From an optimization exercise on the open Yosys and OpenROAD flow, aimed at small area and a short achievable clock period; shortcuts taken in it are not production practice.
Function was checked by simulation only, so behaviour that the tests miss may differ from the original.

Setup of run 1:
// dist_sort
module dist_sort (
    input logic        clk, rst,
    input logic [63:0] query,
    input logic [63:0] search_0,
    input logic [63:0] search_1,
    input logic [63:0] search_2,
    input logic [63:0] search_3,
    input logic [63:0] search_4,
    input logic [63:0] search_5,
    input logic [63:0] search_6,
    input logic [63:0] search_7,
    input logic        in_valid,
    output logic [2:0] addr_1st,
    output logic [2:0] addr_2nd,
    output logic       out_valid
);
==> flow/config.mk <==
export PLATFORM = sky130hd
export DESIGN_NAME = dist_sort
export DESIGN_NICKNAME = dist_sort
export VERILOG_FILES = /design/flow/design.v
export SDC_FILE = /design/flow/constraint.sdc
export NUM_CORES = 4
export LEC_CHECK = 0
export ABC_AREA = 1
export CAP_MARGIN = 50
export CORE_MARGIN = 2
export CORE_UTILIZATION = 65
export CTS_BUF_LIST = sky130_fd_sc_hd__clkbuf_4 sky130_fd_sc_hd__clkbuf_8
export SLEW_MARGIN = 70
export SYNTH_HIERARCHICAL = 1
export SYNTH_MINIMUM_KEEP_SIZE = 0
==> flow/constraint.sdc <==
create_clock -name core_clock -period 17.0 [get_ports {clk}]
set_input_delay 3.4000 -clock core_clock [delete_from_list [all_inputs] [get_ports {clk}]]
set_output_delay 3.4000 -clock core_clock [all_outputs]
set_load 0.01 [all_outputs]
standard.sh (not shown) runs the stock make flow with config.mk's settings and CLKGATE_MAP_FILE= SYNTH_SCRIPT=/design/flow/synth_recipe.tcl, a recipe that flattens the netlist after the stock synthesis.
==> flow/flow/run.sh <==
#!/bin/bash
# The standard layout (standard.sh: synthesis to final layout), with every input and
# output port buffered by the platform's smallest buffer instead of the default choice.
set -euo pipefail
export BUFFER_PORTS_ARGS="-buffer_cell sky130_fd_sc_hd__buf_1"
bash standard.sh > standard.log 2>&1
#### Input delta (run 2 over run 1)
Settings: a change of CORE_UTILIZATION from 65 to 48; a change of SLEW_MARGIN from 70 to 80; a change of CAP_MARGIN from 50 to 60.
Results
- Looking only at cell area, and setting everything else aside, the lower value of run 1 and run 2 goes to run 1.
- Per the final summary, run 2 finished and its layout is clean on timing, DRC and antenna.
- Summary of run 2 over run 1: register area higher; actual slew at the worst max-slew pin lower.
Here is what was changed in the inputs of run 3 compared with run 2.
Settings: a change of CAP_MARGIN from 60 to 50; a change of CORE_UTILIZATION from 48 to 55; a change of SLEW_MARGIN from 80 to 70; an added PLACE_DENSITY of 0.7.
[summary]
Run 2 → run 3: residual antenna-violating net count after detailed routing about even; clock latency of the later-clocked register in the worst-skew pair fell 0.02 ns; total length of routed wires fell about 2.3%.
## Diff of input files: run 4 against run 3
Settings: swapping 55 for 48 in CORE_UTILIZATION; clearing CTS_BUF_LIST, which used to be sky130_fd_sc_hd__clkbuf_4 sky130_fd_sc_hd__clkbuf_8; clearing PLACE_DENSITY, which used to be 0.7.
Results
- Final design instance area without fill: run 4 vs run 3 — no meaningful difference
- Summary of run 4 over run 3: utilization of the core after routing shrank by 8.0 points, sequential share of layout area did not really move, worst setup margin went up 0.050 ns.
Changes in run 5 relative to run 4:
Settings: setting CTS_BUF_LIST to sky130_fd_sc_hd__clkbuf_4 sky130_fd_sc_hd__clkbuf_8 for the first time; changing CORE_UTILIZATION from 48 to 55.
==> run notes <==
In the metrics for run 5 and run 4, the one carrying the lower die area is run 5.
Run 5 vs run 4 — clock buffer count from CTS climbed by more than a quarter
Going from run 4 to run 5, the die height was found to have gone down by 6.5%.
Taking run 4 as the reference, in run 5 count of inserted tapcells down 182, worst path setup slack after routing up 0.092 ns, number of antenna violations at the first check in global routing up 3.
In the metrics for run 5 and run 4, the one carrying the lower final non-filler cell area is run 5.
Relative to run 4, the count of clock buffers in the final design of run 5 is higher by 76.
Run 5 reports its highest routed metal layer as met5 while run 4 reports met4.
Looking at length of routed wiring on met1, run 5 sits 7.6% below run 4.
Hold slack: run 4 vs run 5, no meaningful difference

---

## job 5686
dist_sort, a different RTL version from the one above (not shown whole).
Size in the first run: ~8,500 cells after synthesis, ~790 flip-flops, roughly 590 I/O pins.
export LEC_CHECK = 0
export ABC_AREA = 1
export CAP_MARGIN = 50
export CORE_MARGIN = 2
export CORE_UTILIZATION = 48
export SLEW_MARGIN = 70
export SYNTH_HIERARCHICAL = 1
export SYNTH_MINIMUM_KEEP_SIZE = 0
create_clock -name core_clock -period 17.0 [get_ports {clk}]
Scripts as last shown in full above: flow/flow/run.sh
Job 5686 finished end to end and its layout was clean on timing, DRC and antenna.
#### Input delta (job 6457 over job 5686)
Settings: setting GPL_ROUTABILITY_DRIVEN to 0 for the first time; changing CORE_UTILIZATION from 48 to 55.
Results
- Job 5686 has a higher first-pass GRT wire length than job 6457.
- Diff job 5686 -> job 6457 | post-detailed-route via-to-cell ratio | up by a few percent
- Relative to job 5686, the non-clock buffer count measured on job 6457 has increased slightly.
- Job 6457 against job 5686.
- [compare] base=job 5686 new=job 6457: shortest clock period the worst path allows after layout moved up; area growth from synthesis to layout moved down.
Input-level comparison between job 4935 and job 6457:
Settings: GPL_ROUTABILITY_DRIVEN: 0 -> unset.
[summary]
Comparing job 4935 with job 6457, the utilization after layout came out essentially unchanged.
Cmp job 4935 vs job 6457: hold slack lower in job 4935
Summary of job 4935 over job 6457: wire length per cell after detailed routing picked up an extra 0.23 microns; layout clock buffer count +3.4%.
Final worst-path cycle share delta (job 4935 -> job 6457): insignificant
Job 6457 and job 4935 ended up with roughly the same placed cell count.
Diff job 6457..job 4935 | number of buffers and inverters on the critical path | unchanged
NOTE fill cell total of the finished layout job 6457->job 4935 decreased slightly
Looking at job 6457 and job 4935, the worst setup skew after layout is a wash.

---

run A:
dist_sort, a different RTL version from the one above (not shown whole).
Size: ~8100 cells after synthesis, ~620 flip-flops, about 590 I/O pins, about 64000 sq um of cells after synthesis.
==> flow/config.mk <==
export PLATFORM = sky130hd
export DESIGN_NAME = dist_sort
export DESIGN_NICKNAME = dist_sort
export VERILOG_FILES = /design/flow/design.v
export SDC_FILE = /design/flow/constraint.sdc
export NUM_CORES = 4
export LEC_CHECK = 0
export ABC_AREA = 1
export CAP_MARGIN = 50
export CORE_MARGIN = 2
export CORE_UTILIZATION = 55
export CTS_BUF_LIST = sky130_fd_sc_hd__clkbuf_4 sky130_fd_sc_hd__clkbuf_8
export SLEW_MARGIN = 70
export SYNTH_HIERARCHICAL = 1
export SYNTH_MINIMUM_KEEP_SIZE = 0
==> flow/constraint.sdc <==
create_clock -name core_clock -period 17.0 [get_ports {clk}]
set_input_delay 3.4000 -clock core_clock [delete_from_list [all_inputs] [get_ports {clk}]]
set_output_delay 3.4000 -clock core_clock [all_outputs]
set_load 0.01 [all_outputs]
Scripts as last shown in full above: flow/flow/run.sh
#### Input delta (run B over run A)
# run A
export LEC_CHECK = 0
export ABC_AREA = 1
export CAP_MARGIN = 50
export CORE_MARGIN = 2
export CORE_UTILIZATION = 55
export CTS_BUF_LIST = sky130_fd_sc_hd__clkbuf_4 sky130_fd_sc_hd__clkbuf_8
export SLEW_MARGIN = 70
export SYNTH_HIERARCHICAL = 1
export SYNTH_MINIMUM_KEEP_SIZE = 0
create_clock -name core_clock -period 17.0 [get_ports {clk}]
# run B
export LEC_CHECK = 0
export ABC_AREA = 1
export CAP_MARGIN = 20
export CORE_MARGIN = 2
export CORE_UTILIZATION = 40
export SLEW_MARGIN = 20
export SYNTH_HIERARCHICAL = 1
export SYNTH_MINIMUM_KEEP_SIZE = 0
create_clock -name core_clock -period 17.0 [get_ports {clk}]
In run B, the tightest hold margin came out 0.0040 ns above the value in run A. Between run A and run B, the flow reports total number of vias decreasing slightly. Diff run B..run A | fraction of synthesis flops using an asynchronous set or reset pin | unchanged. Comparing run A with run B, the final area came out essentially unchanged. Between run A and run B, the smallest setup slack after layout is higher for run A.
Here is what was changed in the inputs of run C compared with run B.
# run B
export LEC_CHECK = 0
export ABC_AREA = 1
export CAP_MARGIN = 20
export CORE_MARGIN = 2
export CORE_UTILIZATION = 40
export SLEW_MARGIN = 20
export SYNTH_HIERARCHICAL = 1
export SYNTH_MINIMUM_KEEP_SIZE = 0
create_clock -name core_clock -period 17.0 [get_ports {clk}]
# run C
export LEC_CHECK = 0
export ABC_AREA = 1
export CAP_MARGIN = 20
export CORE_MARGIN = 2
export CORE_UTILIZATION = 40
export SLEW_MARGIN = 80
export SYNTH_HIERARCHICAL = 1
export SYNTH_MINIMUM_KEEP_SIZE = 0
create_clock -name core_clock -period 17.0 [get_ports {clk}]
==> run notes <==
Per the comparison of run C with run B, worst-skew pair later-pin latency level, top achievable clock speed moved up, number of filler instances in the final layout moved down.
The lower layout cell share with drive strength beyond 1 of run B and run C is in run B.
[compare] base=run B new=run C: vias after detailed routing went up by about 0.7%; overall fraction of global-route tracks in use climbed 0.25 points; setup slack rose by 0.20 ns.
--- input diff run C..run D ---
# run C
export LEC_CHECK = 0
export ABC_AREA = 1
export CAP_MARGIN = 20
export CORE_MARGIN = 2
export CORE_UTILIZATION = 40
export SLEW_MARGIN = 80
export SYNTH_HIERARCHICAL = 1
export SYNTH_MINIMUM_KEEP_SIZE = 0
create_clock -name core_clock -period 17.0 [get_ports {clk}]
# run D
export LEC_CHECK = 0
export ABC_AREA = 1
export CAP_MARGIN = 20
export CORE_MARGIN = 2
export CORE_UTILIZATION = 40
export SLEW_MARGIN = 20
export SYNTH_HIERARCHICAL = 1
export SYNTH_MINIMUM_KEEP_SIZE = 0
create_clock -name core_clock -period 17.0 [get_ports {clk}]
==> flow/run.sh (new file) <==
#!/bin/bash
# synth_recipe.tcl (not shown) runs the flow's synth.tcl, then flattens the netlist and writes it again
# the make line also repeats each setting of config.mk as NAME=value (left out here)
make -C /OpenROAD-flow-scripts/flow DESIGN_CONFIG=/design/flow/config.mk WORK_HOME=/design/flow/orfs CLKGATE_MAP_FILE= SYNTH_SCRIPT=/design/flow/synth_recipe.tcl finish
removed: flow/flow/run.sh
removed: flow/standard.sh
Notes after the runs:
Run D vs. run C: post-layout instance count excluding filler cells went down by 0.41%.
Cmp run C and run D / average via count per standard cell / lower: run D
In run D the longest individual stage delay on the worst path turned out 0.06 ns lower than in run C.
| number of primary I/O pins | run C vs run D | ≈ equal |
On routed wire length on met2, run D tracks run C almost exactly.
Total length of routed wires: run D vs run C up 2.3%

[what the ideal ports hide]
The flow's constraints put no driver on any port. The routed layouts listed below were extracted and timed again, unchanged, in two steps.
Step 1 assumes that a clkbuf_16 drives the clock port and a buf_2 every other input.
Step 2 times the ports against the registers' clock, not the clock port: input delays grow and output delays shrink by t, the midpoint of the rising clock arrivals with the driver on.
a / b / c = ideal / step 1 / step 2; a / b = the first two.
| run | shift t [ns] | setup slack, ns | hold WS [ns] | worst setup path after step 2 | slew at the worst register clock pin (ns) |
|---|---|---|---|---|---|
| run 1 | 0.878 | 11.890 / 11.948 / 11.070 | 0.356 / 0.356 / 0.356 | input to register | 0.07 / 0.07 |
| run 2 | 0.914 | 12.112 / 12.169 / 11.254 | 0.354 / 0.354 / 0.354 | input to register | 0.07 / 0.07 |
| run 3 | 0.908 | 11.975 / 12.006 / 11.098 | 0.357 / 0.357 / 0.357 | input to register | 0.08 / 0.08 |
| run 4 | 0.778 | 12.025 / 12.088 / 11.310 | 0.359 / 0.359 / 0.359 | input to register | 0.07 / 0.07 |
| run 5 | 0.923 | 12.117 / 12.166 / 11.243 | 0.358 / 0.358 / 0.358 | input to register | 0.07 / 0.07 |
| job 5686 | 0.810 | 12.256 / 12.312 / 11.510 | 0.357 / 0.357 / 0.357 | input to register | 0.07 / 0.07 |
| job 6457 | 0.783 | 12.242 / 12.301 / 11.518 | 0.352 / 0.352 / 0.352 | input to register | 0.07 / 0.07 |
| job 4935 | 0.794 | 12.263 / 12.323 / 11.528 | 0.348 / 0.348 / 0.348 | input to register | 0.07 / 0.07 |
| run A | 0.871 | 11.629 / 11.629 / 11.281 | 0.346 / 0.346 / 0.346 | input to register | 0.08 / 0.08 |
| run B | 0.762 | 11.543 / 11.543 / 10.926 | 0.350 / 0.350 / 0.350 | input to register | 0.06 / 0.06 |
| run C | 0.764 | 11.746 / 11.746 / 11.212 | 0.355 / 0.355 / 0.355 | input to register | 0.07 / 0.07 |
| run D | 0.756 | 11.242 / 11.299 / 10.543 | 0.357 / 0.357 / 0.357 | input to register | 0.07 / 0.07 |
After both steps setup and hold are still met in every run listed. The setup slack of run 3, which loses most, moves by +0.031 ns with the drivers and by -0.877 ns with both steps.
